From an optimization exercise on the open Yosys and OpenROAD flow, aimed at small area, a short achievable clock period and few clock cycles per item; shortcuts taken in it are not production practice.
The RTL was checked by simulation tests, not by an equivalence proof against the original design.

== job 429 ==
==> flow/design.v <==
module cordic #(
    parameter WIDTH = 16,
    parameter ITERATIONS = 16,
    parameter FRAC_BITS = 14
) (
    input wire clk,
    input wire rst,
    input wire start,
    input wire signed [WIDTH-1:0] theta,
    output wire signed [WIDTH-1:0] cos_out,
    output wire signed [WIDTH-1:0] sin_out,
    output reg done
);
    reg signed [15:0] x, y, z;
    reg dir;
    reg [3:0] cnt;           
    wire busy = |cnt;
    assign cos_out = x;
    assign sin_out = y;
    reg [15:0] atab;
    always @(*) begin
        case (cnt)
            4'd2:  atab = 16'h0FAD;
            4'd3:  atab = 16'h07F5;
            4'd4:  atab = 16'h03FE;
            4'd5:  atab = 16'h01FF;
            4'd6:  atab = 16'h00FF;
            4'd7:  atab = 16'h007F;
            4'd8:  atab = 16'h003F;
            4'd9:  atab = 16'h001F;
            4'd10: atab = 16'h000F;
            4'd11: atab = 16'h0007;
            4'd12: atab = 16'h0003;
            4'd13: atab = 16'h0001;
            default: atab = 16'h0000;
        endcase
    end
    wire [15:0] c01 = z[15] ? (dir ? 16'h4FEF : 16'h1497)
                            : (dir ? 16'hEB69 : 16'hB011);
    wire first = (cnt == 4'd1);
    wire [15:0] zadd = first ? c01 : (atab ^ {16{~dir}});
    wire zcin = ~dir & ~first;
    wire [15:0] zn = z + zadd + {15'd0, zcin};
    wire [15:0] t1 = theta + (theta[15] ? 16'h3243 : 16'hCDBD);
    wire signed [15:0] xs = x >>> cnt;
    wire signed [15:0] ys = y >>> cnt;
    wire signed [15:0] xn = x + (ys ^ {16{~dir}}) + {15'd0, ~dir};
    wire signed [15:0] yn = y + (xs ^ {16{dir}}) + {15'd0, dir};
    always @(posedge clk or posedge rst) begin
        if (rst) begin
            cnt <= 4'd0;
            done <= 1'b0;
        end else if (start && !busy) begin
            cnt <= 4'd1;
            done <= 1'b0;
        end else if (busy) begin
            cnt <= cnt + 4'd1;
            if (cnt == 4'd15) done <= 1'b1;
        end
    end
    always @(posedge clk) begin
        if (busy) begin
            z <= zn;
            dir <= zn[15];
        end else begin
            z <= theta;
            dir <= t1[15];
        end
        if (start && !busy) begin
            x <= 16'sh4DBA;
            y <= theta[15] ? -16'sh4DBA : 16'sh4DBA;
        end else if (busy) begin
            x <= xn;
            y <= yn;
        end
    end
endmodule
clock: 9.0 ns
lec_check: 0
abc_area: 1
cap_margin: 20
core_margin: 2
core_utilization: 65
setup_slack_margin: 5.0
slew_margin: 20
standard.sh (not shown) runs the stock make flow with config.mk's settings and CLKGATE_MAP_FILE= SYNTH_SCRIPT=/design/flow/synth_recipe.tcl, a recipe that flattens the netlist after the stock synthesis.
==> flow/flow/run.sh <==
#!/bin/bash
# The standard layout with plain buffers on the ports.
set -euo pipefail
bash standard.sh "BUFFER_PORTS_ARGS=-buffer_cell sky130_fd_sc_hd__buf_2" finish > flow_make.log 2>&1
Testbench counts of job 429, summed over its fixed seeds: cycles 51,200, items 3,200.
What job 5329 does differently from job 429 at the input level:
==> flow/flow/run.sh <==
#!/bin/bash
# The standard layout with plain buffers on the ports.
set -euo pipefail
bash standard.sh "BUFFER_PORTS_ARGS=-buffer_cell sky130_fd_sc_hd__buf_1" finish > flow_make.log 2>&1
diff --git a/flow/config.mk b/flow/config.mk
--- a/flow/config.mk
+++ b/flow/config.mk
@@ -12 +12 @@
-export SETUP_SLACK_MARGIN = 5.0
+export SETUP_SLACK_MARGIN = 4.5
==> comparison <==
- | wire length of the first global-routing pass | lower: job 5329 |
- Compared with job 429, in job 5329 total routing usage reported by global routing moved down, critical path depth level, total detailed-routing wirelength now smaller.
- Total length of routed met2 wires went down slightly going from job 429 to job 5329.
- Cell with the largest stage delay on the worst path: dfrtp_2 -> job 5329, dfrtp_4 -> job 429
- Going from job 429 to job 5329, final instance area dropped about 1.8%; fraction of final layout cells sized beyond drive strength 1 dropped 5.6 points.
Relative to job 5329, the following input files were edited for job 5259:
==> flow/flow/run.sh <==
#!/bin/bash
# The standard layout with plain buffers on the ports, and repair_timing
# aiming at a tighter period than the clock's (the SDC stays as it is).
set -euo pipefail
bash standard.sh "BUFFER_PORTS_ARGS=-buffer_cell sky130_fd_sc_hd__buf_1" SETUP_SLACK_MARGIN=5.75 finish > flow_make.log 2>&1
diff --git a/flow/config.mk b/flow/config.mk
--- a/flow/config.mk
+++ b/flow/config.mk
@@ -11,2 +11,2 @@
-export CORE_UTILIZATION = 65
-export SETUP_SLACK_MARGIN = 4.5
+export CORE_UTILIZATION = 55
+export SETUP_SLACK_MARGIN = 5.0
--- outcome ---
Job 5259 against job 5329: fraction of area in registers went down, register clock-pin slew on the reported worst setup and hold paths moved down, post-synthesis to final-layout area growth increased by 11 points relative to the old numbers, length in cells of the worst reg-to-reg path grew by 2.
[inputs] job 4453 vs job 5259
==> flow/flow/run.sh <==
#!/bin/bash
# The standard layout with plain buffers on the ports, and repair_timing
# aiming at a tighter period than the clock's (the SDC stays as it is).
set -euo pipefail
bash standard.sh "BUFFER_PORTS_ARGS=-buffer_cell sky130_fd_sc_hd__buf_1" SETUP_SLACK_MARGIN=6.0 finish > flow_make.log 2>&1
diff --git a/flow/config.mk b/flow/config.mk
--- a/flow/config.mk
+++ b/flow/config.mk
@@ -11 +11 @@
-export CORE_UTILIZATION = 55
+export CORE_UTILIZATION = 65
Notes after the runs:
Comparing job 5259 against job 4453, there is no change at all in number of buffers created by CTS. Number of setup buffers added after CTS in job 4453 is 41 higher than in job 5259. Cmp job 4453 and job 5259 / last weighted congestion value of the routability-driven placer / lower: job 5259. Reported for job 4453 and job 5259, area after synthesis turned out identical to the last digit. [job 4453] half-perimeter wire length after detailed placement fell 4.6% relative to job 5259. Looking across job 4453 and job 5259, the single run that reached the end with no open violations was job 5259. Job 5259 → job 4453: number of instances in the synthesized netlist essentially unchanged; height of the die decreased 8.5 µm; initial core utilization increased 10 points.

## re-timing with driven ports
The flow's constraints put no driver on any port. The routed layouts listed below were extracted and timed again, unchanged, in two steps. Step 1: set_driving_cell puts a clkbuf_16 on clk and a buf_2 on each other input, an assumption about the parent block. Step 2 moves the port delays by t, midway between the first and last clock arrival at a register: inputs arrive t later, outputs are due t later. That takes back most of the time a late clock gives input paths. a / b / c = ideal ports / drivers / drivers and shift; a / b = the first two.
run	t (ns)	setup slack, ns	worst setup path after step 2
job 429	0.354	5.217 / 5.217 / 5.217	register to register
job 5329	0.362	4.964 / 4.964 / 4.964	register to register
job 5259	0.374	5.678 / 5.678 / 5.376	input to register
After both steps setup and hold are still met in every run listed. For job 5259, which loses most, drivers alone change the setup slack by 0.000 ns; drivers and shift together by -0.302 ns.
